This design comes from an exercise in tuning for small area on the open sky130 flow, not from production work.
RTL that was checked went through simulation tests only; none was proved equivalent to the original.
No functional check of the RTL was part of run 1.
In runs 5 to 8 the design's own scripts or RTL, not TritonCTS, make the clock network.
No driver is modelled on the clock port, so clock power and skew are understated where the tree is cut down; a real chip needs a root buffer or a tree.
Power figures rest on the tool's default switching activity, not on a simulated workload.

--- flow/run.sh ---
#!/bin/bash
# Own layout flow: the standard synthesis, then its combinational logic
# re-mapped for area (flip-flops untouched), then the standard layout steps
# with 1x port buffers.
set -euo pipefail
W=$PWD
F=$W/flow
R=$W/orfs/results/$FLOW_PLATFORM/top/base
export LIB=$FLOW_HOME/platforms/$FLOW_PLATFORM/lib/sky130_fd_sc_hd__tt_025C_1v80.lib
export WORKDIR=$W

bash standard.sh synth > $W/run_synth.log 2>&1
cp $R/1_2_yosys.v $W/1_2_yosys_standard.v

export NETLIST_IN=$W/1_2_yosys_standard.v
export NETLIST_OUT=$W/1_2_yosys_reopt.v
export ABC_SCRIPT=$F/area.abc
yosys -c $F/reopt.ys > $W/run_reopt.log 2>&1

cp $NETLIST_OUT $R/1_2_yosys.v
rm -f $R/1_synth.odb $R/1_synth.sdc
bash standard.sh BUFFER_PORTS_ARGS="-buffer_cell sky130_fd_sc_hd__buf_1" finish > $W/run_finish.log 2>&1
--- flow/area.abc ---
strash
balance; rewrite; refactor; balance; rewrite; rewrite -z; balance; refactor -z; rewrite -z; balance
balance; rewrite; refactor; balance; rewrite; rewrite -z; balance; refactor -z; rewrite -z; balance
dch -f
amap
topo
--- flow/reopt.ys ---
# Re-map the combinational logic of the standard synthesis for area. The
# flip-flops stay as they are (same instances, names and cells): their cells
# are black boxes here, so only the logic between them is re-mapped.
yosys read_liberty -ignore_miss_func $::env(LIB)
yosys read_verilog $::env(NETLIST_IN)
yosys hierarchy -top $::env(FLOW_TOP)
yosys blackbox =*__df* =*__edf* =*__sdf* =*__sedf* =*__dl*
yosys flatten
yosys rename -hide w:*.*
yosys opt_clean -purge
yosys abc -liberty $::env(LIB) -dont_use *probe* -dont_use *lpflow* -script $::env(ABC_SCRIPT)
yosys opt_clean -purge
yosys hilomap -singleton -hicell sky130_fd_sc_hd__conb_1 HI -locell sky130_fd_sc_hd__conb_1 LO
yosys tee -o $::env(WORKDIR)/reopt_stat.txt stat -liberty $::env(LIB) $::env(FLOW_TOP)
yosys select $::env(FLOW_TOP)
yosys write_verilog -noattr -noexpr -nohex -nodec -selected $::env(NETLIST_OUT)
--- standard.sh ---
#!/bin/bash
# synth_recipe.tcl (not shown) runs the flow's synth.tcl, then flattens the netlist and writes it again
# the make line also repeats each setting of config.mk as NAME=value (left out here)
make -C /OpenROAD-flow-scripts/flow DESIGN_CONFIG=/design/flow/config.mk WORK_HOME=/design/flow/orfs CLKGATE_MAP_FILE= SYNTH_SCRIPT=/design/flow/synth_recipe.tcl "${@:-finish}"
--- config.mk ---
export PLATFORM = sky130hd
export DESIGN_NAME = top
export DESIGN_NICKNAME = top
export VERILOG_FILES = /design/flow/design.v
export SDC_FILE = /design/flow/constraint.sdc
export NUM_CORES = 4
export LEC_CHECK = 0
export CAP_MARGIN = 20
export CORE_MARGIN = 2
export CORE_UTILIZATION = 40
export SLEW_MARGIN = 20
--- constraint.sdc ---
create_clock -name core_clock -period 10.0 [get_ports {clk12MHz}]
set_input_delay 2.0000 -clock core_clock [delete_from_list [all_inputs] [get_ports {clk12MHz}]]
set_output_delay 2.0000 -clock core_clock [all_outputs]
set_load 0.01 [all_outputs]
--- design.v ---
module top (
	input clk12MHz,
	input rst,
	input SPI_MISO_IN,
	output SPI_CLK_OUT,
	output SPI_MOSI_OUT,
	output SPI_CS_OUT,
	output led1,
	output led2,
	output led3,
	output led4,
	output led5,
	output led6,
	output led7,
	output led8,
	output lcol1,
	output lcol2,
	output lcol3,
	output lcol4
	);
	reg [1:0] ph;         
	reg [11:0] tmr;       
	reg state;            
	reg [3:0] sc;         
	reg first_done;       
	reg [8:0] sin;        
	reg [3:0] p;
	always @(*) begin
		case ({ph, tmr[1:0]})
			4'b00_00: p = 4'd0;
			4'b01_01: p = 4'd1;
			4'b10_10: p = 4'd2;
			4'b00_11: p = 4'd3;
			4'b01_00: p = 4'd4;
			4'b10_01: p = 4'd5;
			4'b00_10: p = 4'd6;
			4'b01_11: p = 4'd7;
			4'b10_00: p = 4'd8;
			4'b00_01: p = 4'd9;
			4'b01_10: p = 4'd10;
			4'b10_11: p = 4'd11;
			default:  p = 4'bxxxx;
		endcase
	end
	wire rise = (p == 4'd0);                        
	wire spi_hi = (p >= 4'd1) && (p <= 4'd6);       
	wire win = (p >= 4'd1) && (p <= 4'd7);          
	wire rst_d = ~state & ~sc[3] & tmr[0];
	always @(posedge clk12MHz) begin
		if (rst) begin
			ph <= 2'd2;
			tmr <= 12'hfff;
		end else begin
			ph <= (ph == 2'd2) ? 2'd0 : ph + 2'd1;
			tmr <= tmr + 12'd1;
		end
	end
	always @(posedge clk12MHz) begin
		if (rst) begin
			state <= 1'b0;
			sc <= 4'd0;
			first_done <= 1'b0;
		end else if (rise) begin
			if (state) begin
				sc <= sc + 4'd1;
				if (sc == 4'd7) state <= 1'b0;
			end else
				state <= 1'b1;
			if (sc[3]) first_done <= 1'b1;
		end
	end
	always @(posedge clk12MHz)
		if (rise && state) sin <= {sin[7:0], SPI_MISO_IN};
	wire [2:0] k = sc[2:0];
	wire [8:0] w = ({1'b1, 16'hd9ff} << k) >> 8;
	wire was_load = state & ((sc == 4'd8) | ((sc == 4'd0) & ~first_done));
	wire ff_c = ~state | (first_done & ~sc[3]);
	wire zero_c = ~first_done & (sc == 4'd0);
	wire ff2 = ff_c | (win & (k == 3'd0));
	wire zz2 = zero_c & (win | ~state);
	wire ffm = ff_c | (spi_hi & (k == 3'd0));
	wire zzm = zero_c & (spi_hi | ~state);
	wire [8:0] x9 = tmr[11] ? sin : w;
	wire sh = win & ~(tmr[11] & was_load);
	wire [7:0] y = sh ? x9[8:1] : x9[7:0];
	wire [7:0] col23 = tmr[11] ? y : (zz2 ? 8'h00 : (ff2 ? 8'hff : y));
	wire [3:0] sc_prev = was_load ? sc : sc - 4'd1;
	wire [7:0] col1 = (p == 4'd1) ? {~was_load, 3'b111, ~sc_prev} : {state, 3'b111, ~sc};
	reg [7:0] leds;
	reg [3:0] lcol;
	always @(*) begin
		if (rst_d) begin
			leds = 8'h00;
			lcol = 4'b0000;
		end else case (tmr[11:10])
			2'b00: begin leds = col1;  lcol = 4'b1110; end
			2'b01: begin leds = col23; lcol = 4'b1101; end
			2'b10: begin leds = col23; lcol = 4'b1011; end
			default: begin leds = 8'hff; lcol = 4'b0111; end
		endcase
	end
	assign { led8, led7, led6, led5, led4, led3, led2, led1 } = leds;
	assign { lcol4, lcol3, lcol2, lcol1 } = lcol;
	assign SPI_CS_OUT = ~state;
	assign SPI_CLK_OUT = state & ~spi_hi;
	assign SPI_MOSI_OUT = ~zzm & (ffm | (spi_hi ? w[8] : w[7]));
endmodule
==> flow_summary.yaml, run 1 <==
clocking:
  postCtsSetupBuffers: 0
  clk_pin_slew_ps: 60
  cts_resized: 0
  h-tree-depth: 2
  clk_path_buf_depth: 2
  clk_latency_ps: 280
  cts_tree: "yes"
  cts_sinks: 29
  cts_root_buffer: "clkbuf_8"
  numCtsBuffers: 5
  ctsHoldBuffers: 0
timing:
  fmax_mhz: 202.5
  tightest_slew_ps: 908.6
  fin_skew_ps: 6.508
  fin_tns_setup_ps: 0
  final-hold-violation-count: 0
  drv_slew: 0
  rsz0062_at_grt: "false"
  post-route-min-period_ps: 4938
  finalSetupViolCount: 0
  fin_crit_sh_pct: 49.38
  relSlewSlack_pct: 39.20
grt:
  overflow: 0
  grt_max_degree: 19
  grt_pass1_wl_mm: 5.989
  track_usage_pct: 18.87
  grt_pass1_vias: 1312
  antenna_found_initial: 0
setup_path:
  cp.arrival_ps: 2940
  cp-end-kind: "primary output"
  slowest_stage: "dfxtp_1"
  critPathMostFrequentCell: "clkinv_1"
  crit_path_start_kind: "register"
  required_ps: 8000
  path_cells: "clkinv_1, o22ai_1, o21ai_0, nor2_1, clkinv_1, o21ai_0, clkinv_1, o22ai_1, o21a_1, buf_1"
  setup.worst_path.class: "register to primary output"
  crit_family: "compound AO/OA/AOI/OAI gates"
  max_stage_delay_ps: 400
  path_max_fanout: 9
  path_buf_inv: 4
cells_and_area:
  syn2layout_area_growth_pct: 13.73
  num_antenna_cells: 0
  fin_area_um2: 1689
  finalNetCount: 223
  drive_above_1_share_pct: 2.262
placement:
  gp_congestion: 0.8805
  place_area_um2: 1609
  port_buffers: 17
  dp_hpwl_mm: 2.675
route:
  drt-initial-drc-count: 43
  vias_per_cell: 5.297
  first_pass_iters: 4
  finalWirelength_mm: 3.487
  wl_per_cell_um: 12.96
  vias: 1425
  route.detailed.drc: 0
  antenna_left: 0
die:
  die_w_um: 64.94
  die_height_um: 64.94
  initial_core_util_pct: 41.19
  io-pin-count: 18
  dieArea_um2: 4217
  rows: 22
  core_um2: 3606
logic_synthesis:
  netlist_area_um2: 1485
  synth_nets: 199
  syn_area_per_cell_um2: 7.577
  synthCells: 196
  yosys_warnings: 1
pwr:
  cellLeakagePower_uw: 0.0005752
  power_per_cell_area_nw_per_um2: 180.6
  ir_worst_vdd_mv: 0.1029
run_status:
  status: "finished clean"
job:
  maxCapViolations: 0
worst_hold_path:
  hold_path_class: "register to register"
==> metal layers <==
metal,up-vias,global-route usage [%],part of all wire [%]
li1,755,-,-
met1,627,25.71,49
met2,36,27.45,43
met3,7,5.208,5.5
met4,0,9.043,2.3
met5,-,0,0
==> report_power, final <==
| part | switching [uW] | total [uW] | internal [uW] |
|---|---|---|---|
| clock | 41.0 | 90.2 | 49.2 |
| combinational | 50.5 | 79.1 | 28.5 |
| sequential | 7.11 | 136 | 129 |
| total | 98.6 | 305 | 207 |
==> area by class of cell <==
class	count	area, um^2
inverter	22	82.58
tap	48	60.06
clock buffer	8	80.08
timing repair buffer	17	63.81
sequential	29	670.6
fill	403	1917
multi-input combinational	145	732.0
==> path summary, 6_finish.rpt <==
check	from	end	slack [ps]	cells after the start
setup / recovery	tmr[0]	led7	5060	10
hold / removal	tmr[0]	tmr[0]	450	1
setup reg to reg	tmr[1]	sc[3]	7800	8
hold reg to reg	tmr[0]	tmr[0]	450	1
==> state kept, by name (all words and copies together) (netlist names) <==
register / flops
first_done: 1
state: 1
sin: 9
ph: 2
sc: 4
tmr: 12
==> layout by cell type, fill, tap and decap left out <==
| cell | count |
|---|---|
| a211oi_1 | 3 |
| a21oi_1 | 11 |
| a221o_1 | 1 |
| a221oi_1 | 3 |
| a22oi_1 | 1 |
| a31oi_1 | 2 |
| and2_0 | 1 |
| and3_1 | 7 |
| buf_1 | 17 |
| clkbuf_1 | 3 |
| clkbuf_8 | 5 |
| clkinv_1 | 22 |
| dfxtp_1 | 20 |
| edfxtp_1 | 9 |
| nand2_1 | 17 |
| nand3_1 | 2 |
| nor2_1 | 46 |
| nor3_1 | 6 |
| nor4_1 | 2 |
| o211ai_1 | 1 |
| o21a_1 | 4 |
| o21ai_0 | 23 |
| o221ai_1 | 3 |
| o22ai_1 | 7 |
| o32ai_1 | 2 |
| or2_0 | 2 |
| or3_1 | 1 |
==> through the flow <==
stage                     util [%]  instances  hold WS (ps)  power (uW)  worst slack, ps
after detailed placement     44.62        261         430.0       216.9             5422
after global placement       44.62        261         425.1       217.0             5407
final                        46.84        269         448.2       305.1             5062
after global routing         46.84        269         482.2       323.4             4832
after CTS                    46.84        269         445.7       307.3             5097
after floorplan                  -        196         404.8       194.8             5992
==> inputs of run 2 (changes only) <==
==> design.v (replaced) <==
module top (
	input clk12MHz,
	input rst,
	input SPI_MISO_IN,
	output SPI_CLK_OUT,
	output SPI_MOSI_OUT,
	output SPI_CS_OUT,
	output led1,
	output led2,
	output led3,
	output led4,
	output led5,
	output led6,
	output led7,
	output led8,
	output lcol1,
	output lcol2,
	output lcol3,
	output lcol4
	);
	reg [1:0] ph;         
	reg [11:0] tmr;       
	reg state;            
	reg [3:0] sc;         
	reg first_done;       
	reg miso_bit;         
	reg [7:0] din;        
	reg [3:0] p;
	always @(*) begin
		case ({ph, tmr[1:0]})
			4'b00_00: p = 4'd0;
			4'b01_01: p = 4'd1;
			4'b10_10: p = 4'd2;
			4'b00_11: p = 4'd3;
			4'b01_00: p = 4'd4;
			4'b10_01: p = 4'd5;
			4'b00_10: p = 4'd6;
			4'b01_11: p = 4'd7;
			4'b10_00: p = 4'd8;
			4'b00_01: p = 4'd9;
			4'b01_10: p = 4'd10;
			4'b10_11: p = 4'd11;
			default:  p = 4'bxxxx;
		endcase
	end
	wire c1 = (p == 4'd0);                          
	wire c2 = (p == 4'd1);                          
	wire c8 = (p == 4'd7);                          
	wire spi_hi = (p >= 4'd1) && (p <= 4'd6);       
	wire win_m = (p >= 4'd2) && (p <= 4'd6);        
	wire win_2 = (p >= 4'd2) && (p <= 4'd7);        
	wire was_load = state & ((sc == 4'd8) | ((sc == 4'd0) & ~first_done));
	wire rst_d = ~state & ~sc[3] & tmr[1];
	always @(posedge clk12MHz) begin
		if (rst) begin
			ph <= 2'd2;
			tmr <= 12'hfff;
		end else begin
			ph <= (ph == 2'd2) ? 2'd0 : ph + 2'd1;
			tmr <= tmr + 12'd1;
		end
	end
	always @(posedge clk12MHz) begin
		if (rst) begin
			state <= 1'b0;
			sc <= 4'd0;
			first_done <= 1'b0;
		end else if (c2) begin
			if (state) begin
				sc <= sc + 4'd1;
				if (sc == 4'd7) state <= 1'b0;
			end else
				state <= 1'b1;
			if (sc[3]) first_done <= 1'b1;
		end
	end
	always @(posedge clk12MHz)
		if (c1 && state) miso_bit <= SPI_MISO_IN;
	always @(posedge clk12MHz)
		if (c8 && !was_load) din <= {din[6:0], miso_bit};
	function [7:0] pat(input [2:0] j);
		pat = (16'hd9ff << j) >> 8;
	endfunction
	wire ff_c = ~state | (first_done & ~sc[3]);
	wire zero_c = ~first_done & (sc == 4'd0);
	function [7:0] view(input prev, input zero, input ff, input st, input [2:0] k);
		if (zero & (prev | ~st)) view = 8'h00;
		else if (ff) view = 8'hff;
		else view = pat(k - {2'b00, prev});
	endfunction
	wire [7:0] col1 = {state, 3'b111, ~sc};
	wire [7:0] col2 = view(win_2, zero_c, ff_c, state, sc[2:0]);
	wire [7:0] col3 = din;
	wire [7:0] mosi_v = view(win_m, zero_c, ff_c, state, sc[2:0]);
	reg [7:0] leds;
	reg [3:0] lcol;
	always @(*) begin
		if (rst_d) begin
			leds = 8'h00;
			lcol = 4'b0000;
		end else case (tmr[11:10])
			2'b00: begin leds = col1;  lcol = 4'b1110; end
			2'b01: begin leds = col2;  lcol = 4'b1101; end
			2'b10: begin leds = col3;  lcol = 4'b1011; end
			default: begin leds = 8'hff; lcol = 4'b0111; end
		endcase
	end
	assign { led8, led7, led6, led5, led4, led3, led2, led1 } = leds;
	assign { lcol4, lcol3, lcol2, lcol1 } = lcol;
	assign SPI_CS_OUT = c2 ? (state & (sc == 4'd7)) : ~state;
	assign SPI_CLK_OUT = state & ~spi_hi;
	assign SPI_MOSI_OUT = mosi_v[7];
endmodule
--- a/flow/run.sh
+++ b/flow/run.sh
@@ -19,4 +19,6 @@
 
 cp $NETLIST_OUT $R/1_2_yosys.v
 rm -f $R/1_synth.odb $R/1_synth.sdc
-bash standard.sh BUFFER_PORTS_ARGS="-buffer_cell sky130_fd_sc_hd__buf_1" finish > $W/run_finish.log 2>&1
+bash standard.sh BUFFER_PORTS_ARGS="-buffer_cell sky130_fd_sc_hd__buf_1" \
+  CTS_ARGS="-sink_clustering_enable -repair_clock_nets -buf_list sky130_fd_sc_hd__clkbuf_4 -root_buf sky130_fd_sc_hd__clkbuf_4 -sink_clustering_size 30 -dont_use_dummy_load" \
+  finish > $W/run_finish.log 2>&1
==> flow_summary.yaml, run 2 <==
run_status:
  status: "finished clean"
clocking:
  cts_sinks: 29
  h-tree-depth: 2
  clk_path_buf_depth: 2
  numCtsBuffers: 5
  postCtsSetupBuffers: 0
  cts_root_buffer: "clkbuf_4"
  clk_pin_slew_ps: 70
  cts_tree: "yes"
  clk_latency_ps: 340
  ctsHoldBuffers: 0
  cts_resized: 0
route:
  finalWirelength_mm: 3.134
  antenna_left: 0
  vias: 1346
  drt-initial-drc-count: 112
  vias_per_cell: 5.299
  wl_per_cell_um: 12.34
  route.detailed.drc: 0
  first_pass_iters: 4
timing:
  rsz0062_at_grt: "false"
  fin_crit_sh_pct: 48.80
  fin_tns_setup_ps: 0
  final-hold-violation-count: 0
  fmax_mhz: 204.9
  finalSetupViolCount: 0
  relSlewSlack_pct: 55.00
  post-route-min-period_ps: 4880
  fin_skew_ps: 21.44
  setup_slack_ps: 5120
  drv_slew: 0
  tightest_slew_ps: 671.3
cells_and_area:
  largest_register_ffs: 12
  mostFrequentLayoutCell: "nor2_1"
  num_antenna_cells: 0
  drive_above_1_share_pct: 3.365
  final_cell_mix: "nor2_1, clkinv_1, dfxtp_1, o21ai_0, buf_1"
  syn2layout_area_growth_pct: 12.24
  fin_area_um2: 1572
  largestRegisters: "tmr x12, din x8, sc x4"
  top_register: "tmr"
  finalNetCount: 213
pwr:
  power_per_cell_area_nw_per_um2: 163.2
  ir_worst_vdd_mv: 0.05484
  p_int_uw: 174.0
  p_sw_uw: 82.53
  clock_power_share_pct: 23.5
  p_sw_share_pct: 32.17
  cellLeakagePower_uw: 0.0005777
  p_comb_share_pct: 22.9
  seq_power_share_pct: 53.7
grt:
  grt_max_degree: 16
  grt_pass1_wl_mm: 5.464
  antenna_found_initial: 0
  overflow: 0
  track_usage_pct: 17.62
  grt_pass1_vias: 1266
placement:
  dp_slack_ps: 5526
  dp_hpwl_mm: 2.386
  gp_congestion: 0.9403
  port_buffers: 17
  place_area_um2: 1529
die:
  die_height_um: 63.16
  rows: 21
  io-pin-count: 18
  die_w_um: 63.16
  initial_core_util_pct: 41.96
  dieArea_um2: 3989
  core_um2: 3337
logic_synthesis:
  yosys_warnings: 1
  syn_area_per_cell_um2: 7.568
  synthCells: 185
  synth_nets: 188
  netlist_area_um2: 1400
setup_path:
  required_ps: 8000
  crit_path_start_kind: "register"
  path_max_fanout: 7
  cp.arrival_ps: 2880
  setup.worst_path.class: "register to primary output"
  cp-end-kind: "primary output"
job:
  maxCapViolations: 0
worst_hold_path:
  hold_path_class: "register to register"
## run 2: final timing paths
kind            end     start  cells after the start  slack [ps]
max            led6    tmr[1]                     11        5120
min          din[0]  miso_bit                      0         450
max reg2reg   state     state                      7        8040
min reg2reg  din[0]  miso_bit                      0         450
## run 2: routing by layer
| layer | GRT usage, % | part of all wire [%] | vias up |
|---|---|---|---|
| met2 | 28.32 | 47 | 35 |
| met1 | 21.40 | 46 | 608 |
| met4 | 8.889 | 1.8 | 0 |
| li1 | - | - | 695 |
| met3 | 5.179 | 4.7 | 8 |
| met5 | 0 | 0 | - |
## run 2: per-stage QoR
| stage | instances | hold WS [ps] | util (%) | total power [uW] |
|---|---|---|---|---|
| after floorplan | 185 | 400.3 | - | 181.3 |
| after global placement | 249 | 421.6 | 45.82 | 197.4 |
| after detailed placement | 249 | 427.6 | 45.82 | 198.7 |
| after CTS | 254 | 446.3 | 46.94 | 260.0 |
| after global routing | 254 | 458.9 | 47.09 | 274.1 |
| final | 254 | 448.6 | 47.09 | 256.5 |
## run 2: critical path, stage by stage, from the launching register on
cell	delay [ps]
dfxtp_1	420
clkinv_1	160
nor2_1	190
clkinv_1	130
o21ai_0	190
nor2_1	70
a21oi_1	280
nor2_1	90
a21oi_1	220
o21ai_0	200
a2111oi_0	420
buf_1	190
## run 2: layout make-up
cell class	instances	area [um^2]
Fill cell	344	1765
Sequential cell	29	670.6
Multi-Input combinational cell	136	659.4
Inverter	20	75.07
Timing Repair Buffer	18	71.32
Tap cell	46	57.56
Clock buffer	5	37.54
## run 2: power by group through the flow
stage	combinational (uW)	clock, uW	sequential [uW]
2_1_floorplan	43.4	0	138
3_3_place_gp	57.6	0	140
3_5_place_dp	58.4	0	140
4_1_cts	58.7	63.6	138
5_1_grt	67.3	67.3	139
6_report	58.6	60.2	138
==> inputs of run 3 (changes only) <==
--- a/flow/run.sh
+++ b/flow/run.sh
@@ -20,5 +20,5 @@
 cp $NETLIST_OUT $R/1_2_yosys.v
 rm -f $R/1_synth.odb $R/1_synth.sdc
 bash standard.sh BUFFER_PORTS_ARGS="-buffer_cell sky130_fd_sc_hd__buf_1" \
-  CTS_ARGS="-sink_clustering_enable -repair_clock_nets -buf_list sky130_fd_sc_hd__clkbuf_4 -root_buf sky130_fd_sc_hd__clkbuf_4 -sink_clustering_size 30 -dont_use_dummy_load" \
+  CTS_ARGS="-sink_clustering_enable -repair_clock_nets -buf_list sky130_fd_sc_hd__clkbuf_8 -root_buf sky130_fd_sc_hd__clkbuf_8 -sink_clustering_size 40 -sink_clustering_max_diameter 200 -dont_use_dummy_load" \
   finish > $W/run_finish.log 2>&1
==> flow_summary.yaml, run 3 <==
placement:
  port_buffers: 17
  dp_cells: 249
  place_area_um2: 1529
  gp_congestion: 0.9403
  dp_hpwl_mm: 2.386
setup_path:
  slowest_stage: "dfxtp_1"
  cp.depth: 11
  cp.arrival_ps: 2830
  path_cells: "clkinv_1, nor2_1, clkinv_1, o21ai_0, nor2_1, a21oi_1, nor2_1, a21oi_1, o21ai_0, a2111oi_0, buf_1"
  cp-end-kind: "primary output"
  required_ps: 8000
  crit_family: "compound AO/OA/AOI/OAI gates"
  setup.worst_path.class: "register to primary output"
  path_max_fanout: 7
  max_stage_delay_ps: 420
  critPathMostFrequentCell: "nor2_1"
  crit_path_start_kind: "register"
  reg2reg_slack_ps: 8020
  reg2reg_depth: 7
  path_buf_inv: 3
logic_synthesis:
  netlist_area_um2: 1400
  yosys_warnings: 1
  syn_area_per_cell_um2: 7.568
  synthCells: 185
  synth_nets: 188
die:
  core_um2: 3337
  die_height_um: 63.16
  rows: 21
  die_w_um: 63.16
  initial_core_util_pct: 41.96
  dieArea_um2: 3989
  io-pin-count: 18
cells_and_area:
  finalNetCount: 213
  fin_area_um2: 1603
  fill_cells: 340
  largest_register_ffs: 12
  mostFrequentLayoutCell: "nor2_1"
  top_register: "tmr"
  multi_input_area_um2: 659.4
  syn2layout_area_growth_pct: 14.48
  num_antenna_cells: 0
  instances_no_fill: 254
  regArea_um2: 670.6
  drive_above_1_share_pct: 3.365
  final_cell_mix: "nor2_1, clkinv_1, dfxtp_1, o21ai_0, buf_1"
  largestRegisters: "tmr x12, din x8, sc x4"
grt:
  grt_max_degree: 16
  antenna_found_initial: 0
  track_usage_pct: 17.40
  overflow: 0
  grt_pass1_vias: 1262
  grt_pass1_wl_mm: 5.437
route:
  antenna_left: 0
  route.detailed.drc: 0
  wl_per_cell_um: 12.35
  wl_met1_mm: 1.473
  vias_per_cell: 5.327
  top_layer: "met4"
  finalWirelength_mm: 3.138
  drt-initial-drc-count: 135
  vias: 1353
  routed-wl-met3_um: 149
  wl_met2_mm: 1.453
  first_pass_iters: 4
clocking:
  cts_resized: 0
  cts_root_buffer: "clkbuf_8"
  postCtsSetupBuffers: 0
  h-tree-depth: 2
  clk_pin_slew_ps: 50
  cts_tree: "yes"
  ctsHoldBuffers: 0
  clk_latency_ps: 280
  cts_sinks: 29
  numCtsBuffers: 5
  clk_path_buf_depth: 2
pwr:
  p_total_uw: 279.3
  power_per_cell_area_nw_per_um2: 174.2
  cellLeakagePower_uw: 0.0005906
  ir_worst_vdd_mv: 0.1055
timing:
  fin_tns_setup_ps: 0
  fin_skew_ps: 11.90
  post-route-min-period_ps: 4828
  rsz0062_at_grt: "false"
  finalSetupViolCount: 0
  fin_crit_sh_pct: 48.28
  relSlewSlack_pct: 54.79
  tightest_slew_ps: 674.5
  fmax_mhz: 207.1
  final-hold-violation-count: 0
  drv_slew: 0
worst_hold_path:
  hold_path_class: "register to register"
  holdPathStages: 0
run_status:
  status: "finished clean"
job:
  maxCapViolations: 0
[run 3: metrics by stage]
stage                     hold WS (ps)  setup WS (ps)  utilization [%]
after global placement           421.6           5658            45.82
final                            443.1           5172            48.03
after global routing             452.1           4878            48.03
after floorplan                  400.3           5721                -
after detailed placement         427.6           5526            45.82
after CTS                        440.3           5208            47.88
[run 3: path summary, 6_finish.rpt]
| check | endpoint | from |
|---|---|---|
| worst max-delay path | led6 | tmr[1] |
| worst min-delay path | din[0] | miso_bit |
| worst max register to register | state | state |
| worst min register to register | din[0] | miso_bit |
[run 3: where the power goes]
part | switching (uW) | internal (uW)
combinational | 37.2 | 21.3
sequential | 8.38 | 130
clock | 38.2 | 44.6
[run 3: routing by layer]
metal	track usage [%]	vias to the layer above
met3	5.179	7
met4	7.222	0
met5	0	-
met1	21.52	611
li1	-	696
met2	28.19	39
[run 3: layout make-up]
class / instances / share of cell area [%]
Clock buffer: 5 / 4.294
Timing Repair Buffer: 18 / 4.450
Inverter: 20 / 4.684
Multi-Input combinational cell: 136 / 41.14
Tap cell: 46 / 3.591
Sequential cell: 29 / 41.84
[run 3: worst reg2reg max path, cell delays in order, from the launching register on]
cell and delay, ps:
dfxtp_1 510, clkinv_1 180, nor4_1 440, nand2_1 150
nor2_1 200, nand2_1 120, o22ai_1 220, nor2_1 60
==> inputs of run 4 (changes only) <==
==> flow/run.sh (replaced) <==
#!/bin/bash
# Own layout flow: the standard synthesis, then its combinational logic
# re-mapped for area (flip-flops untouched; the smallest of a few ABC
# scripts is kept), then the standard layout steps with 1x port buffers and
# a small clock tree.
set -euo pipefail
W=$PWD
F=$W/flow
R=$W/orfs/results/$FLOW_PLATFORM/top/base
export LIB=$FLOW_HOME/platforms/$FLOW_PLATFORM/lib/sky130_fd_sc_hd__tt_025C_1v80.lib

bash standard.sh synth > $W/run_synth.log 2>&1
cp $R/1_2_yosys.v $W/1_2_yosys_standard.v

export NETLIST_IN=$W/1_2_yosys_standard.v
for s in abc1 abc2 abc3; do
  ( NETLIST_OUT=$W/reopt_$s.v ABC_SCRIPT=$F/$s.abc \
    yosys -c $F/reopt.ys > $W/run_reopt_$s.log 2>&1 || true ) &
done
wait
best=""; best_area=""
for s in abc1 abc2 abc3; do
  [[ -f $W/reopt_$s.v.stat ]] || continue
  a=$(awk '/Chip area/ {print $NF}' $W/reopt_$s.v.stat)
  echo "$s $a" >> $W/reopt_areas.txt
  if [[ -z "$best" ]] || awk -v a="$a" -v b="$best_area" 'BEGIN{exit !(a<b)}'; then
    best=$s; best_area=$a
  fi
done
echo "best $best $best_area" >> $W/reopt_areas.txt

cp $W/reopt_$best.v $R/1_2_yosys.v
rm -f $R/1_synth.odb $R/1_synth.sdc
bash standard.sh BUFFER_PORTS_ARGS="-buffer_cell sky130_fd_sc_hd__buf_1" \
  CTS_ARGS="-sink_clustering_enable -repair_clock_nets -buf_list sky130_fd_sc_hd__clkbuf_4 -root_buf sky130_fd_sc_hd__clkbuf_4 -sink_clustering_size 30 -dont_use_dummy_load" \
  finish > $W/run_finish.log 2>&1
==> flow/abc1.abc (new file) <==
strash
balance; rewrite; refactor; balance; rewrite; rewrite -z; balance; refactor -z; rewrite -z; balance
balance; rewrite; refactor; balance; rewrite; rewrite -z; balance; refactor -z; rewrite -z; balance
dch -f
amap
topo
==> flow/abc2.abc (new file) <==
strash
&get -n
&deepsyn -T 60
&put
dch -f
amap
topo
==> flow/abc3.abc (new file) <==
strash
&get -n
&deepsyn -T 60 -S 7
&put
strash
dch -f
amap
strash
dch -f
amap
topo
--- a/flow/reopt.ys
+++ b/flow/reopt.ys
@@ -11,6 +11,6 @@
 yosys abc -liberty $::env(LIB) -dont_use *probe* -dont_use *lpflow* -script $::env(ABC_SCRIPT)
 yosys opt_clean -purge
 yosys hilomap -singleton -hicell sky130_fd_sc_hd__conb_1 HI -locell sky130_fd_sc_hd__conb_1 LO
-yosys tee -o $::env(WORKDIR)/reopt_stat.txt stat -liberty $::env(LIB) $::env(FLOW_TOP)
+yosys tee -o $::env(NETLIST_OUT).stat stat -liberty $::env(LIB) $::env(FLOW_TOP)
 yosys select $::env(FLOW_TOP)
 yosys write_verilog -noattr -noexpr -nohex -nodec -selected $::env(NETLIST_OUT)
removed: flow/area.abc
==> flow_summary.yaml, run 4 <==
pwr:
  power_per_cell_area_nw_per_um2: 167.0
  clock_power_share_pct: 24.4
  p_total_uw: 240.3
  ir_worst_vdd_mv: 0.1039
  p_int_uw: 169.0
  p_comb_share_pct: 18.8
  seq_power_share_pct: 56.8
  p_sw_share_pct: 29.69
  p_sw_uw: 71.36
  cellLeakagePower_uw: 0.0005170
clocking:
  clk_latency_ps: 330
  ctsHoldBuffers: 0
  postCtsSetupBuffers: 0
  numCtsBuffers: 5
  h-tree-depth: 2
  cts_tree: "yes"
  clk_path_buf_depth: 2
  clk_pin_slew_ps: 90
  cts_sinks: 29
  cts_resized: 0
  cts_root_buffer: "clkbuf_4"
grt:
  grt_max_degree: 16
  overflow: 0
  grt_pass1_vias: 1054
  antenna_found_initial: 0
  grt_pass1_wl_mm: 4.636
  track_usage_pct: 17.40
cells_and_area:
  instances_no_fill: 222
  top_register: "tmr"
  finalNetCount: 183
  largestRegisters: "tmr x12, din x8, sc x4"
  drive_above_1_share_pct: 2.809
  syn2layout_area_growth_pct: 12.20
  fin_area_um2: 1439
  num_antenna_cells: 0
  largest_register_ffs: 12
  mostFrequentLayoutCell: "nor2_1"
  final_cell_mix: "nor2_1, clkinv_1, dfxtp_1, buf_1"
route:
  vias_per_cell: 5.252
  antenna_left: 0
  route.detailed.drc: 0
  drt-initial-drc-count: 57
  wl_per_cell_um: 12.71
  vias: 1166
  finalWirelength_mm: 2.821
  first_pass_iters: 5
placement:
  place_area_um2: 1401
  gp_congestion: 0.9471
  port_buffers: 17
  dp_cells: 217
  dp_hpwl_mm: 2.115
timing:
  relSlewSlack_pct: 55.83
  finalSetupViolCount: 0
  final-hold-violation-count: 0
  post-route-min-period_ps: 5001
  rsz0062_at_grt: "false"
  fin_crit_sh_pct: 50.01
  drv_slew: 0
  tightest_slew_ps: 660.1
  fin_skew_ps: 17.47
  fin_tns_setup_ps: 0
  holdWs_ps: 418.4
  fmax_mhz: 199.9
logic_synthesis:
  syn_area_per_cell_um2: 8.221
  yosys_warnings: 1
  synthCells: 156
  netlist_area_um2: 1282
  synth_nets: 159
setup_path:
  crit_path_start_kind: "register"
  required_ps: 8000
  setup.worst_path.class: "register to primary output"
  cp-end-kind: "primary output"
  path_max_fanout: 7
  cp.arrival_ps: 3000
die:
  initial_core_util_pct: 42.01
  die_w_um: 60.63
  io-pin-count: 18
  rows: 20
  dieArea_um2: 3675
  die_height_um: 60.63
  core_um2: 3053
run_status:
  status: "finished clean"
job:
  maxCapViolations: 0
worst_hold_path:
  hold_path_class: "register to register"
## run 4: critical path, cell delays in order (launching register included)
cell	delay [ps]
dfxtp_1	440
clkinv_1	120
o22ai_1	190
nand2_1	70
o21ai_0	110
clkinv_1	150
a21oi_1	220
nor3_1	130
nor4_1	280
nor2_1	100
nor2_1	160
a21oi_1	70
a21boi_0	170
o32a_1	350
buf_1	130
## run 4: power groups by stage
stage / logic (uW) / clock network (uW) / registers (uW)
floorplan: 32.8 / 0 / 137
global placement: 43.5 / 0 / 139
detailed placement: 44.4 / 0 / 139
CTS: 44.9 / 60.7 / 136
global route: 51.1 / 65.4 / 138
finish: 45.1 / 58.6 / 137
## run 4: per-layer routing
| layer | vias up | track usage, % | wire length, um |
|---|---|---|---|
| met4 | 0 | 6.522 | 46 |
| met2 | 35 | 26.57 | 1247 |
| met3 | 6 | 6.610 | 187 |
| met1 | 531 | 22.47 | 1340 |
| li1 | 594 | - | - |
| met5 | - | 0 | 0 |
## run 4: cell type report
class,instances,area [um^2]
fillers,326,1614
flip-flops and latches,29,670.6
clock buffers,5,37.54
well taps,44,55.05
inverters,20,75.07
multi-input cells,107,536.8
repair buffers,17,63.81
## run 4: through the flow
step           setup slack [ps]  util (%)
2_1_floorplan              5764         -
3_3_place_gp               5467     45.90
3_5_place_dp               5402     45.90
4_1_cts                    5049     47.13
5_1_grt                    4714     47.13
6_report                   4999     47.13
## run 4: final timing paths
path | startpoint | end | slack [ps] | cells after the start
max reg2reg | tmr[0] | miso_bit | 7750 | 8
min | ph[1] | ph[0] | 420 | 1
max | tmr[0] | led7 | 5000 | 14
min reg2reg | ph[1] | ph[0] | 420 | 1
==> inputs of run 5 (changes only) <==
--- a/flow/run.sh
+++ b/flow/run.sh
@@ -2,7 +2,7 @@
 # Own layout flow: the standard synthesis, then its combinational logic
 # re-mapped for area (flip-flops untouched; the smallest of a few ABC
 # scripts is kept), then the standard layout steps with 1x port buffers and
-# a small clock tree.
+# a clock tree of one buffer.
 set -euo pipefail
 W=$PWD
 F=$W/flow
@@ -32,5 +32,5 @@
 cp $W/reopt_$best.v $R/1_2_yosys.v
 rm -f $R/1_synth.odb $R/1_synth.sdc
 bash standard.sh BUFFER_PORTS_ARGS="-buffer_cell sky130_fd_sc_hd__buf_1" \
-  CTS_ARGS="-sink_clustering_enable -repair_clock_nets -buf_list sky130_fd_sc_hd__clkbuf_4 -root_buf sky130_fd_sc_hd__clkbuf_4 -sink_clustering_size 30 -dont_use_dummy_load" \
+  PRE_CTS_TCL=$F/cts_one_buffer.tcl ONE_CLOCK_BUFFER=sky130_fd_sc_hd__clkbuf_16 CLOCK_PORT=clk12MHz \
   finish > $W/run_finish.log 2>&1
==> flow/cts_one_buffer.tcl (new file) <==
# Clock tree of one buffer: the clock port drives a single clock buffer,
# placed at the centre of the registers, which drives every register's clock
# pin (no skew between registers). Replaces the clock_tree_synthesis call of
# ORFS's cts.tcl; the rest of that step (legalisation, timing repair) runs
# as usual.
rename clock_tree_synthesis my_tritoncts
proc clock_tree_synthesis { args } {
  set buf_cell $::env(ONE_CLOCK_BUFFER)
  set block [ord::get_db_block]
  set clk_net [$block findNet $::env(CLOCK_PORT)]
  set sx 0
  set sy 0
  set n 0
  foreach iterm [$clk_net getITerms] {
    set box [[$iterm getInst] getBBox]
    set sx [expr { $sx + ([$box xMin] + [$box xMax]) / 2.0 }]
    set sy [expr { $sy + ([$box yMin] + [$box yMax]) / 2.0 }]
    incr n
  }
  set dbu [$block getDbUnitsPerMicron]
  set x [expr { $sx / $n / $dbu }]
  set y [expr { $sy / $n / $dbu }]
  puts "one clock buffer $buf_cell for $n clock pins at ($x, $y) um"
  insert_buffer -buffer_cell $buf_cell -net [get_nets $::env(CLOCK_PORT)] \
    -location [list $x $y] -buffer_name clkbuf_root -net_name clk_root
  set_propagated_clock [all_clocks]
}
==> flow_summary.yaml, run 5 <==
route:
  vias: 1147
  wl_per_cell_um: 12.50
  first_pass_iters: 4
  route.detailed.drc: 0
  finalWirelength_mm: 2.725
  drt-initial-drc-count: 69
  antenna_left: 0
  vias_per_cell: 5.261
placement:
  port_buffers: 17
  place_area_um2: 1401
  dp_cells: 217
  dp_hpwl_mm: 2.115
  gp_congestion: 0.9471
timing:
  drv_slew: 0
  rsz0062_at_grt: "false"
  fin_tns_setup_ps: 0
  tightest_slew_ps: 691.0
  final-hold-violation-count: 0
  post-route-min-period_ps: 4862
  finalSetupViolCount: 0
  fin_crit_sh_pct: 48.62
  relSlewSlack_pct: 53.77
  holdWs_ps: 431.4
  fin_skew_ps: 1.740
  fmax_mhz: 205.7
setup_path:
  cp.arrival_ps: 2860
  path_cells: "clkinv_1, nand2_1, o22ai_1, o21ai_0, clkinv_1, a21oi_1, nor3_1, nor4_1, nor2_1, nor2_1, a21oi_1, a21boi_0, o32a_1, buf_1"
  setup.worst_path.class: "register to primary output"
  max_stage_delay_ps: 360
  path_buf_inv: 3
  cp-end-kind: "primary output"
  path_max_fanout: 5
  slowest_stage: "dfxtp_1"
  crit_family: "compound AO/OA/AOI/OAI gates"
  crit_path_start_kind: "register"
  required_ps: 8000
pwr:
  p_sw_uw: 64.66
  seq_power_share_pct: 59.7
  p_int_uw: 164.2
  power_per_cell_area_nw_per_um2: 160.4
  p_comb_share_pct: 19.7
  ir_worst_vdd_mv: 0.08556
  clock_power_share_pct: 20.6
  p_sw_share_pct: 28.26
  cellLeakagePower_uw: 0.0005063
cells_and_area:
  mostFrequentLayoutCell: "nor2_1"
  num_antenna_cells: 0
  fill_cells: 321
  largest_register_ffs: 12
  fin_area_um2: 1426
  regArea_um2: 670.6
  drive_above_1_share_pct: 0.5747
  top_register: "tmr"
  finalNetCount: 179
  instances_no_fill: 218
  final_cell_mix: "nor2_1, clkinv_1, dfxtp_1, buf_1"
  post-route-util_pct: 46.72
  syn2layout_area_growth_pct: 11.22
  multi_input_area_um2: 536.8
  largestRegisters: "tmr x12, din x8, sc x4"
die:
  die_w_um: 60.63
  io-pin-count: 18
  rows: 20
  initial_core_util_pct: 42.01
  dieArea_um2: 3675
  core_um2: 3053
  die_height_um: 60.63
logic_synthesis:
  syn_area_per_cell_um2: 8.221
  netlist_area_um2: 1282
  synthCells: 156
  synth_nets: 159
  yosys_warnings: 1
grt:
  grt_pass1_wl_mm: 4.450
  track_usage_pct: 15.24
  overflow: 0
  grt_max_degree: 30
  grt_pass1_vias: 1013
  antenna_found_initial: 0
clocking:
  cts_resized: 0
  clk_latency_ps: 160
  postCtsSetupBuffers: 0
  clk_pin_slew_ps: 110
  ctsHoldBuffers: 0
worst_hold_path:
  hold_path_class: "register to register"
job:
  maxCapViolations: 0
run_status:
  status: "finished clean"
==> run 5: layout make-up, without the clock buffers <==
cell class | count | share of cell area (%)
tap | 44 | 3.860
timing repair buffer | 17 | 4.474
multi-input combinational | 107 | 37.63
inverter | 20 | 5.263
sequential | 29 | 47.02
==> run 5: worst register-to-register path, stage by stage (launching register included) <==
cell,delay (ps)
dfxtp_1,360
clkinv_1,110
nand2_1,140
o22ai_1,100
o21ai_0,230
clkinv_1,150
a211oi_1,440
clkinv_1,200
nor4_1,250
==> run 5: worst paths after layout <==
| kind | from | to | slack [ps] | depth (start not counted) |
|---|---|---|---|---|
| min reg2reg | miso_bit | din[0] | 430 | 0 |
| max reg2reg | ph[1] | miso_bit | 7720 | 8 |
| max | ph[1] | led7 | 5140 | 14 |
| min | miso_bit | din[0] | 430 | 0 |
==> run 5: per-layer routing <==
metal	GRT usage, %	up-vias	part of all wire (%)
met5	0	-	0
met4	0.9317	0	0.66
met3	0.8529	2	4.4
met2	25.96	22	45
met1	22.47	538	50
li1	-	585	-
==> run 5: per-stage QoR <==
step | setup slack (ps) | power [uW]
after detailed placement | 5402 | 183.7
after global routing | 4857 | 241.2
after floorplan | 5764 | 170.0
after global placement | 5467 | 182.2
final | 5138 | 228.8
after CTS | 5189 | 230.0
==> run 5: power by group through the flow <==
| stage | logic [uW] | registers (uW) | clock network (uW) |
|---|---|---|---|
| floorplan | 32.8 | 137 | 0 |
| global placement | 43.5 | 139 | 0 |
| detailed placement | 44.4 | 139 | 0 |
| CTS | 44.8 | 136 | 48.8 |
| global route | 51.0 | 138 | 52.2 |
| finish | 45.0 | 137 | 47.2 |
==> inputs of run 6 (changes only) <==
--- a/design.v
+++ b/design.v
@@ -49,7 +49,7 @@
 	wire spi_hi = (p >= 4'd1) && (p <= 4'd6);       
 	wire win_m = (p >= 4'd2) && (p <= 4'd6);        
 	wire win_2 = (p >= 4'd2) && (p <= 4'd7);        
-	wire was_load = state & ((sc == 4'd8) | ((sc == 4'd0) & ~first_done));
+	wire was_load = state & (sc == 4'd8);
 	wire rst_d = ~state & ~sc[3] & tmr[1];
 	always @(posedge clk12MHz) begin
 		if (rst) begin
@@ -75,23 +75,20 @@
 		end
 	end
 	always @(posedge clk12MHz)
-		if (c1 && state) miso_bit <= SPI_MISO_IN;
+		if (c1) miso_bit <= SPI_MISO_IN;
 	always @(posedge clk12MHz)
 		if (c8 && !was_load) din <= {din[6:0], miso_bit};
 	function [7:0] pat(input [2:0] j);
 		pat = (16'hd9ff << j) >> 8;
 	endfunction
-	wire ff_c = ~state | (first_done & ~sc[3]);
-	wire zero_c = ~first_done & (sc == 4'd0);
-	function [7:0] view(input prev, input zero, input ff, input st, input [2:0] k);
-		if (zero & (prev | ~st)) view = 8'h00;
-		else if (ff) view = 8'hff;
-		else view = pat(k - {2'b00, prev});
-	endfunction
+	wire [2:0] j2 = sc[2:0] - {2'b00, win_2};
+	wire [7:0] col2 = (~state | ~sc[3]) ? 8'hff : pat(j2);
+	wire [2:0] jm = sc[2:0] - {2'b00, win_m};
+	wire [7:0] pm = pat(jm);
+	wire mosi_zero = ~first_done & (sc == 4'd0) & (win_m | ~state);
+	wire mosi_one = ~state | (first_done & ~sc[3]);
 	wire [7:0] col1 = {state, 3'b111, ~sc};
-	wire [7:0] col2 = view(win_2, zero_c, ff_c, state, sc[2:0]);
 	wire [7:0] col3 = din;
-	wire [7:0] mosi_v = view(win_m, zero_c, ff_c, state, sc[2:0]);
 	reg [7:0] leds;
 	reg [3:0] lcol;
 	always @(*) begin
@@ -109,5 +106,5 @@
 	assign { lcol4, lcol3, lcol2, lcol1 } = lcol;
 	assign SPI_CS_OUT = c2 ? (state & (sc == 4'd7)) : ~state;
 	assign SPI_CLK_OUT = state & ~spi_hi;
-	assign SPI_MOSI_OUT = mosi_v[7];
+	assign SPI_MOSI_OUT = ~mosi_zero & (mosi_one | pm[7]);
 endmodule
==> flow_summary.yaml, run 6 <==
setup_path:
  critPathMostFrequentCell: "nor2_1"
  setup.worst_path.class: "register to primary output"
  required_ps: 8000
  cp.arrival_ps: 2930
  reg2reg_depth: 8
  regToRegEndpoint: "state"
  path_cells: "clkinv_1, nor2_1, nor2_1, o22ai_1, o21ai_0, a21oi_1, nor2_1, o32ai_1, clkinv_1, nor2_1, clkinv_1, nor2_1, o221a_1, buf_1"
  path_max_fanout: 6
  slowest_stage: "dfxtp_1"
  r2r_start: "ph[0]"
  cp-end-kind: "primary output"
  path_buf_inv: 4
  crit_path_start_kind: "register"
  crit_family: "compound AO/OA/AOI/OAI gates"
  reg2reg_slack_ps: 7870
  max_stage_delay_ps: 430
pwr:
  p_sw_share_pct: 26.82
  p_int_uw: 162.1
  p_sw_uw: 59.43
  ir_worst_vdd_mv: 0.1060
  p_comb_share_pct: 17.9
  cellLeakagePower_uw: 0.0004882
  clock_power_share_pct: 21.0
  power_per_cell_area_nw_per_um2: 160.4
  seq_power_share_pct: 61.1
timing:
  fin_tns_setup_ps: 0
  post-route-min-period_ps: 4927
  drv_slew: 0
  fin_skew_ps: 3.234
  fmax_mhz: 203.0
  rsz0062_at_grt: "false"
  relSlewSlack_pct: 39.00
  finalSetupViolCount: 0
  fin_crit_sh_pct: 49.27
  final-hold-violation-count: 0
  tightest_slew_ps: 908.1
logic_synthesis:
  syn_area_per_cell_um2: 8.570
  netlist_area_um2: 1251
  yosys_warnings: 1
  synth_nets: 149
  synthCells: 146
die:
  die_height_um: 59.93
  io-pin-count: 18
  rows: 20
  core_um2: 3003
  initial_core_util_pct: 41.67
  die_w_um: 59.93
  dieArea_um2: 3592
route:
  route.detailed.drc: 0
  antenna_left: 0
  vias_per_cell: 5.431
  finalWirelength_mm: 2.700
  drt-initial-drc-count: 87
  vias: 1070
  wl_per_cell_um: 13.71
  first_pass_iters: 4
worst_hold_path:
  min_to: "din[0]"
  hp-start: "miso_bit"
  hold_path_class: "register to register"
  holdPathStages: 0
placement:
  gp_congestion: 0.8846
  dp_hpwl_mm: 2.012
  port_buffers: 17
clocking:
  postCtsSetupBuffers: 0
  clk_pin_slew_ps: 100
  clk_latency_ps: 160
  cts_resized: 0
  ctsHoldBuffers: 0
cells_and_area:
  final_cell_mix: "nor2_1, dfxtp_1, clkinv_1, buf_1, o21ai_0"
  top_register: "tmr"
  largest_register_ffs: 12
  post-route-util_pct: 46.00
  num_antenna_cells: 0
  largestRegisters: "tmr x12, din x8, sc x4"
  drive_above_1_share_pct: 0.6098
  syn2layout_area_growth_pct: 10.40
  finalNetCount: 169
  mostFrequentLayoutCell: "nor2_1"
grt:
  overflow: 0
  use_met2_pct: 25.31
  met1_usage_pct: 21.82
  track_usage_pct: 14.99
  antenna_found_initial: 0
  top_usage_layer: "met2"
  grt_max_degree: 30
  grt_pass1_vias: 912
  grt_use_met3_pct: 0.8658
  grt_pass1_wl_mm: 4.257
job:
  maxCapViolations: 0
run_status:
  status: "finished clean"
## run 6: how the worst max path moves through the flow
stage / slack, ps / end / startpoint / cells past startpoint
finish: 5070 / led7 / tmr[1] / 14
global route: 4680 / led7 / tmr[1] / 14
CTS: 5120 / led7 / tmr[1] / 14
detailed placement: 5330 / led7 / tmr[1] / 14
global placement: 5580 / led7 / tmr[1] / 14
floorplan: 5740 / led2 / tmr[1] / 10
## run 6: power groups by stage
| stage | combinational [uW] | clock (uW) | sequential, uW |
|---|---|---|---|
| 6_report | 39.7 | 46.4 | 135 |
| 2_1_floorplan | 29.1 | 0 | 137 |
| 5_1_grt | 45.2 | 51.2 | 137 |
| 3_5_place_dp | 39.8 | 0 | 138 |
| 3_3_place_gp | 38.7 | 0 | 138 |
| 4_1_cts | 40.1 | 48.1 | 135 |
## run 6: through the flow
| stage | setup WS (ps) | total power [uW] | area (um^2) | hold slack, ps | cells |
|---|---|---|---|---|---|
| after floorplan | 5737 | 165.6 | 1251 | 400.3 | 146 |
| after global placement | 5577 | 176.2 | 1356 | 402.8 | 196 |
| after detailed placement | 5329 | 177.8 | 1356 | 418.2 | 196 |
| after CTS | 5119 | 223.6 | 1381 | 444.8 | 197 |
| after global routing | 4675 | 232.9 | 1381 | 464.5 | 197 |
| final | 5073 | 221.6 | 1381 | 440.1 | 197 |
## run 6: area by class of cell, without the clock buffers
cell class                      count  area (um^2)
Fill cell                         332         1622
Inverter                           17        63.81
Multi-Input combinational cell    100        516.7
Sequential cell                    29        670.6
Tap cell                           33        41.29
Timing Repair Buffer               17        63.81
## run 6: metal layers
metal	routed length, um	vias up
met5	0	-
met4	31	0
met3	80	2
met2	1269	18
met1	1319	492
li1	-	558
==> inputs of run 7 (changes only) <==
--- a/flow/run.sh
+++ b/flow/run.sh
@@ -2,7 +2,7 @@
 # Own layout flow: the standard synthesis, then its combinational logic
 # re-mapped for area (flip-flops untouched; the smallest of a few ABC
 # scripts is kept), then the standard layout steps with 1x port buffers and
-# a clock tree of one buffer.
+# a clock tree of a few buffers driven by the clock port.
 set -euo pipefail
 W=$PWD
 F=$W/flow
@@ -32,5 +32,5 @@
 cp $W/reopt_$best.v $R/1_2_yosys.v
 rm -f $R/1_synth.odb $R/1_synth.sdc
 bash standard.sh BUFFER_PORTS_ARGS="-buffer_cell sky130_fd_sc_hd__buf_1" \
-  PRE_CTS_TCL=$F/cts_one_buffer.tcl ONE_CLOCK_BUFFER=sky130_fd_sc_hd__clkbuf_16 CLOCK_PORT=clk12MHz \
+  PRE_CTS_TCL=$F/cts_groups.tcl CLOCK_GROUPS=3 CLOCK_BUFFER=sky130_fd_sc_hd__clkbuf_4 CLOCK_PORT=clk12MHz \
   finish > $W/run_finish.log 2>&1
==> flow/cts_groups.tcl (new file) <==
# Small clock tree: the clock port drives CLOCK_GROUPS clock buffers of cell
# CLOCK_BUFFER directly; each drives the clock pins of one group of nearby
# registers. All registers see the same buffer type and similar loads, so
# there is no intended skew. Replaces the clock_tree_synthesis call of
# ORFS's cts.tcl; the rest of that step (legalisation, timing repair) runs
# as usual.
rename clock_tree_synthesis my_tritoncts
proc clock_tree_synthesis { args } {
  set buf_cell $::env(CLOCK_BUFFER)
  set k $::env(CLOCK_GROUPS)
  set block [ord::get_db_block]
  set dbu [$block getDbUnitsPerMicron]
  set clk_net [$block findNet $::env(CLOCK_PORT)]
  set pins {}
  foreach iterm [$clk_net getITerms] {
    set box [[$iterm getInst] getBBox]
    set x [expr { ([$box xMin] + [$box xMax]) / 2.0 / $dbu }]
    set y [expr { ([$box yMin] + [$box yMax]) / 2.0 / $dbu }]
    lappend pins [list [$iterm getName] $x $y]
  }
  set n [llength $pins]
  # k-means on the pin locations, started from pins spread along x
  set sorted [lsort -real -index 1 $pins]
  set cx {}
  set cy {}
  for { set g 0 } { $g < $k } { incr g } {
    set p [lindex $sorted [expr { int(($g + 0.5) * $n / $k) }]]
    lappend cx [lindex $p 1]
    lappend cy [lindex $p 2]
  }
  for { set it 0 } { $it < 50 } { incr it } {
    set assign {}
    foreach p $pins {
      set best 0
      set bd 1e30
      for { set g 0 } { $g < $k } { incr g } {
        set dx [expr { [lindex $p 1] - [lindex $cx $g] }]
        set dy [expr { [lindex $p 2] - [lindex $cy $g] }]
        set d [expr { $dx * $dx + $dy * $dy }]
        if { $d < $bd } {
          set bd $d
          set best $g
        }
      }
      lappend assign $best
    }
    for { set g 0 } { $g < $k } { incr g } {
      set sx 0.0
      set sy 0.0
      set m 0
      foreach p $pins a $assign {
        if { $a == $g } {
          set sx [expr { $sx + [lindex $p 1] }]
          set sy [expr { $sy + [lindex $p 2] }]
          incr m
        }
      }
      if { $m > 0 } {
        lset cx $g [expr { $sx / $m }]
        lset cy $g [expr { $sy / $m }]
      }
    }
  }
  for { set g 0 } { $g < $k } { incr g } {
    set loads {}
    foreach p $pins a $assign {
      if { $a == $g } {
        lappend loads [get_pins [lindex $p 0]]
      }
    }
    if { [llength $loads] == 0 } {
      continue
    }
    puts "clock buffer $g: $buf_cell for [llength $loads] clock pins at ([lindex $cx $g], [lindex $cy $g]) um"
    insert_buffer -buffer_cell $buf_cell -net [get_nets $::env(CLOCK_PORT)] \
      -load_pins $loads -location [list [lindex $cx $g] [lindex $cy $g]] \
      -buffer_name clkbuf_g$g -net_name clk_g$g
  }
  set_propagated_clock [all_clocks]
}
removed: flow/cts_one_buffer.tcl
==> flow_summary.yaml, run 7 <==
logic_synthesis:
  netlist_area_um2: 1251
  synth_nets: 149
  syn_area_per_cell_um2: 8.570
  synthCells: 146
  yosys_warnings: 1
die:
  rows: 20
  die_w_um: 59.93
  die_height_um: 59.93
  initial_core_util_pct: 41.67
  dieArea_um2: 3592
  io-pin-count: 18
  core_um2: 3003
timing:
  rsz0062_at_grt: "false"
  fmax_mhz: 203.3
  tightest_slew_ps: 915.5
  post-route-min-period_ps: 4919
  fin_skew_ps: 23.31
  final-hold-violation-count: 0
  fin_crit_sh_pct: 49.19
  drv_slew: 0
  relSlewSlack_pct: 38.49
  fin_tns_setup_ps: 0
  finalSetupViolCount: 0
cells_and_area:
  fin_area_um2: 1379
  final_cell_mix: "nor2_1, dfxtp_1, clkinv_1, buf_1, o21ai_0"
  drive_above_1_share_pct: 1.807
  largestRegisters: "tmr x12, din x8, sc x4"
  syn2layout_area_growth_pct: 10.20
  largest_register_ffs: 12
  fill_cells: 332
  mostFrequentLayoutCell: "nor2_1"
  num_antenna_cells: 0
  top_register: "tmr"
  finalNetCount: 171
setup_path:
  crit_path_start_kind: "register"
  critPathLaunch: "tmr[1]"
  critPathMostFrequentCell: "nor2_1"
  cp-end-kind: "primary output"
  setup.worst_path.class: "register to primary output"
  r2r_start: "ph[0]"
  cp.arrival_ps: 2920
  path_max_fanout: 6
  reg2reg_depth: 8
  slowest_stage: "dfxtp_1"
  required_ps: 8000
  max_stage_delay_ps: 440
  path_cells: "clkinv_1, nor2_1, nor2_1, o22ai_1, o21ai_0, a21oi_1, nor2_1, o32ai_1, clkinv_1, nor2_1, clkinv_1, nor2_1, o221a_1, buf_1"
worst_hold_path:
  holdPathStages: 0
  hold_path_class: "register to register"
  hp-start: "miso_bit"
pwr:
  power_per_cell_area_nw_per_um2: 157.8
  cellLeakagePower_uw: 0.0004897
  ir_worst_vdd_mv: 0.07506
job:
  maxCapViolations: 0
grt:
  track_usage_pct: 15.30
  overflow: 0
  grt_max_degree: 14
  grt_pass1_vias: 934
  antenna_found_initial: 0
  grt_pass1_wl_mm: 4.353
route:
  finalWirelength_mm: 2.753
  vias_per_cell: 5.482
  route.detailed.drc: 0
  vias: 1091
  wl_per_cell_um: 13.83
  drt-initial-drc-count: 80
  antenna_left: 0
  first_pass_iters: 4
clocking:
  cts_resized: 0
  clk_latency_ps: 170
  ctsHoldBuffers: 0
  clk_pin_slew_ps: 110
  postCtsSetupBuffers: 0
placement:
  place_area_um2: 1356
  dp_hpwl_mm: 2.012
  port_buffers: 17
  gp_congestion: 0.8846
run_status:
  status: "finished clean"
-- run 7: metrics by stage --
step	instances	total power, uW	hold WS [ps]	worst slack, ps	utilization (%)
finish	199	217.6	405.5	5081	45.92
global route	199	230.0	440.9	4666	45.92
detailed placement	196	177.8	418.2	5329	45.17
CTS	199	219.9	415.7	5107	45.92
global placement	196	176.2	402.8	5577	45.17
floorplan	146	165.6	400.3	5737	-
-- run 7: worst paths after layout --
path	end	slack, ps
setup / recovery	led7	5080
setup reg to reg	state	7870
hold / removal	din[0]	410
hold reg to reg	din[0]	410
-- run 7: per-layer routing --
metal	track usage, %	vias up	wire [um]
met5	0	-	0
met4	1.905	0	38
met3	1.732	3	108
met2	25.16	25	1313
met1	22.22	501	1292
li1	-	562	-
-- run 7: final cells by class, without the clock buffers --
type	count	area, um^2	share of cell area, %
multi-input cells	100	516.7	37.48
inverters	17	63.81	4.628
repair buffers	17	63.81	4.628
flip-flops and latches	29	670.6	48.64
well taps	33	41.29	2.995
-- run 7: power by group --
| group | internal (uW) | leakage (uW) | switching, uW |
|---|---|---|---|
| combinational | 14.2 | 0.000230 | 25.7 |
| clock | 14.4 | 0.0000138 | 27.9 |
| sequential | 129 | 0.000246 | 6.02 |
-- run 7: worst max-delay path, delay by kind of cell, from the launching register on --
family	cells	cell delay, ps
AOI/OAI and AO/OA	5	960
buffers and inverters	4	550
DFF	1	440
and+or+nand+nor	5	800
==> inputs of run 8 (changes only) <==
--- a/flow/run.sh
+++ b/flow/run.sh
@@ -13,23 +13,33 @@
 cp $R/1_2_yosys.v $W/1_2_yosys_standard.v
 
 export NETLIST_IN=$W/1_2_yosys_standard.v
-for s in abc1 abc2 abc3; do
-  ( NETLIST_OUT=$W/reopt_$s.v ABC_SCRIPT=$F/$s.abc \
-    yosys -c $F/reopt.ys > $W/run_reopt_$s.log 2>&1 || true ) &
+SCRIPTS="abc1 abc2 abc3 abc4 abc5 abc6 abc7"
+# each ABC run checks its result against its input (cec)
+for s in $SCRIPTS; do
+  printf 'strash\nwrite_blif %s\nsource %s\ncec -n %s\n' \
+    $W/abc_in_$s.blif $F/$s.abc $W/abc_in_$s.blif > $W/abc_$s.abc
 done
-wait
+printf '%s\n' $SCRIPTS | xargs -P ${NUM_CORES:-4} -I{} bash -c \
+  'NETLIST_OUT=$0/reopt_{}.v ABC_SCRIPT=$0/abc_{}.abc yosys -c $1/reopt.ys > $0/run_reopt_{}.log 2>&1 || true' $W $F
+# keep the smallest result that ABC proved equivalent and whose logic is
+# not implausibly small next to the standard synthesis's
+std_area=$(awk '/Chip area/ {print $NF}' $W/orfs/reports/$FLOW_PLATFORM/top/base/synth_stat.txt)
 best=""; best_area=""
-for s in abc1 abc2 abc3; do
+for s in $SCRIPTS; do
   [[ -f $W/reopt_$s.v.stat ]] || continue
+  grep -q "Networks are equivalent" $W/run_reopt_$s.log || continue
   a=$(awk '/Chip area/ {print $NF}' $W/reopt_$s.v.stat)
   echo "$s $a" >> $W/reopt_areas.txt
+  awk -v a="$a" -v b="$std_area" 'BEGIN{exit !(a > 0.5 * b)}' || continue
   if [[ -z "$best" ]] || awk -v a="$a" -v b="$best_area" 'BEGIN{exit !(a<b)}'; then
     best=$s; best_area=$a
   fi
 done
 echo "best $best $best_area" >> $W/reopt_areas.txt
 
-cp $W/reopt_$best.v $R/1_2_yosys.v
+if [[ -n "$best" ]]; then
+  cp $W/reopt_$best.v $R/1_2_yosys.v
+fi
 rm -f $R/1_synth.odb $R/1_synth.sdc
 bash standard.sh BUFFER_PORTS_ARGS="-buffer_cell sky130_fd_sc_hd__buf_1" \
   PRE_CTS_TCL=$F/cts_groups.tcl CLOCK_GROUPS=3 CLOCK_BUFFER=sky130_fd_sc_hd__clkbuf_4 CLOCK_PORT=clk12MHz \
==> flow/abc3.abc (replaced) <==
strash; &get -n; &deepsyn -T 60 -S 1; &put; dch -f; amap; topo
==> flow/abc4.abc (new file) <==
strash; &get -n; &deepsyn -T 60 -S 2; &put; dch -f; amap; topo
==> flow/abc5.abc (new file) <==
strash; &get -n; &deepsyn -T 60; &put; dc2; dch -f; amap; topo
==> flow/abc6.abc (new file) <==
strash; &get -n; &deepsyn -T 60; &put; dch -f; amap -F 100 -A 100 -C 20000; topo
==> flow/abc7.abc (new file) <==
strash; &get -n; &deepsyn -T 60 -t; &put; dch -f; amap; topo
==> flow_summary.yaml, run 8 <==
route:
  route.detailed.drc: 0
  first_pass_iters: 4
  drt-initial-drc-count: 80
  antenna_left: 0
  vias_per_cell: 5.482
  vias: 1091
  finalWirelength_mm: 2.753
  wl_per_cell_um: 13.83
pwr:
  seq_power_share_pct: 62.2
  clock_power_share_pct: 19.4
  p_comb_share_pct: 18.3
  power_per_cell_area_nw_per_um2: 157.8
  p_sw_share_pct: 27.39
  ir_worst_vdd_mv: 0.07506
  cellLeakagePower_uw: 0.0004897
  p_total_uw: 217.6
  p_sw_uw: 59.60
  p_int_uw: 158.0
placement:
  dp_slack_ps: 5329
  gp_congestion: 0.8846
  port_buffers: 17
  place_area_um2: 1356
  dp_hpwl_mm: 2.012
die:
  io-pin-count: 18
  die_w_um: 59.93
  core_um2: 3003
  rows: 20
  initial_core_util_pct: 41.67
  dieArea_um2: 3592
  die_height_um: 59.93
setup_path:
  cp-end-kind: "primary output"
  path_max_fanout: 6
  setup.worst_path.class: "register to primary output"
  regToRegEndpoint: "state"
  required_ps: 8000
  r2r_start: "ph[0]"
  critPathLaunch: "tmr[1]"
  crit_path_start_kind: "register"
  cp.arrival_ps: 2920
  reg2reg_slack_ps: 7870
  reg2reg_depth: 8
clocking:
  clk_latency_ps: 170
  clk_pin_slew_ps: 110
  cts_resized: 0
  ctsHoldBuffers: 0
  postCtsSetupBuffers: 0
timing:
  drv_slew: 0
  final-hold-violation-count: 0
  fin_skew_ps: 23.31
  fin_tns_setup_ps: 0
  setup_slack_ps: 5081
  tightest_slew_ps: 915.5
  fin_crit_sh_pct: 49.19
  post-route-min-period_ps: 4919
  relSlewSlack_pct: 38.49
  holdWs_ps: 405.5
  fmax_mhz: 203.3
  rsz0062_at_grt: "false"
  finalSetupViolCount: 0
cells_and_area:
  final_cell_mix: "nor2_1, dfxtp_1, clkinv_1, buf_1, o21ai_0"
  top_register: "tmr"
  largestRegisters: "tmr x12, din x8, sc x4"
  finalNetCount: 171
  fill_cells: 332
  drive_above_1_share_pct: 1.807
  fin_area_um2: 1379
  syn2layout_area_growth_pct: 10.20
  mostFrequentLayoutCell: "nor2_1"
  num_antenna_cells: 0
  largest_register_ffs: 12
worst_hold_path:
  hp-start: "miso_bit"
  hold_path_class: "register to register"
  min_to: "din[0]"
  holdPathStages: 0
logic_synthesis:
  syn_area_per_cell_um2: 8.570
  synthCells: 146
  netlist_area_um2: 1251
  yosys_warnings: 1
  synth_nets: 149
grt:
  grt_pass1_vias: 934
  antenna_found_initial: 0
  grt_max_degree: 14
  overflow: 0
  track_usage_pct: 15.30
  grt_pass1_wl_mm: 4.353
run_status:
  status: "finished clean"
job:
  maxCapViolations: 0
## run 8: power groups by stage
stage	Combinational (uW)	Clock [uW]	Sequential, uW
CTS	40.1	44.4	135
floorplan	29.1	0	137
global route	45.2	48.3	137
global placement	38.7	0	138
detailed placement	39.8	0	138
finish	39.9	42.3	135
## run 8: worst max-delay path by stage
stage | end | slack, ps | cells past startpoint
finish | led7 | 5080 | 14
CTS | led7 | 5110 | 14
global route | led7 | 4670 | 14
detailed placement | led7 | 5330 | 14
global placement | led7 | 5580 | 14
floorplan | led2 | 5740 | 10
## run 8: cell type report, without the clock buffers
class	instances	area [um^2]	area share, %
Multi-Input combinational cell	100	516.7	37.48
Tap cell	33	41.29	2.995
Timing Repair Buffer	17	63.81	4.628
Sequential cell	29	670.6	48.64
Inverter	17	63.81	4.628
## run 8: stage by stage
| step | cells | utilization (%) |
|---|---|---|
| detailed placement | 196 | 45.17 |
| global route | 199 | 45.92 |
| global placement | 196 | 45.17 |
| CTS | 199 | 45.92 |
| floorplan | 146 | - |
| finish | 199 | 45.92 |
## run 8: worst max-delay path: stages (launching register included)
cell	delay [ps]
dfxtp_1	440
clkinv_1	140
nor2_1	320
nor2_1	90
o22ai_1	150
o21ai_0	130
a21oi_1	280
nor2_1	70
o32ai_1	200
clkinv_1	170
nor2_1	160
clkinv_1	90
nor2_1	160
o221a_1	200
buf_1	150
## run 8: routing by layer
| layer | GRT usage [%] | part of all wire [%] |
|---|---|---|
| met1 | 22.22 | 47 |
| met2 | 25.16 | 48 |
| met3 | 1.732 | 3.9 |
| met4 | 1.905 | 1.4 |
| met5 | 0 | 0 |

## port drivers added, routing unchanged
The results above use ideal ports. As a check the final layouts listed here were re-extracted and re-timed, cells and wires unchanged. Step 1, drivers: a clkbuf_16 drives clk12MHz and a buf_2 each remaining input, both assumed. Step 2 times the ports against the registers' clock, not the clock port: input delays grow and output delays shrink by t, the midpoint of the rising clock arrivals with the driver on. Three values: ideal, step 1, step 2; two values: the first two.
run | t, ns | setup slack, ns | hold slack, ns | worst setup path at the end | clock arrival spread, ns
run 1 | 0.304 | 5.062 / 5.037 / 5.341 | 0.448 / 0.448 / 0.448 | register to output | 0.006 / 0.006
run 2 | 0.351 | 5.120 / 5.096 / 5.447 | 0.449 / 0.449 / 0.449 | register to output | 0.021 / 0.022
run 3 | 0.297 | 5.172 / 5.146 / 5.443 | 0.443 / 0.443 / 0.443 | register to output | 0.012 / 0.012
run 4 | 0.340 | 4.999 / 4.977 / 5.317 | 0.418 / 0.418 / 0.418 | register to output | 0.018 / 0.018
run 5 | 0.193 | 5.138 / 5.109 / 5.302 | 0.431 / 0.431 / 0.431 | register to output | 0.002 / 0.003
run 6 | 0.193 | 5.073 / 5.043 / 5.236 | 0.440 / 0.440 / 0.440 | register to output | 0.003 / 0.003
run 7 | 0.201 | 5.081 / 5.039 / 5.240 | 0.406 / 0.406 / 0.406 | register to output | 0.024 / 0.023
run 8 | 0.201 | 5.081 / 5.039 / 5.240 | 0.406 / 0.406 / 0.406 | register to output | 0.024 / 0.023
After both steps every run listed still meets setup and hold.
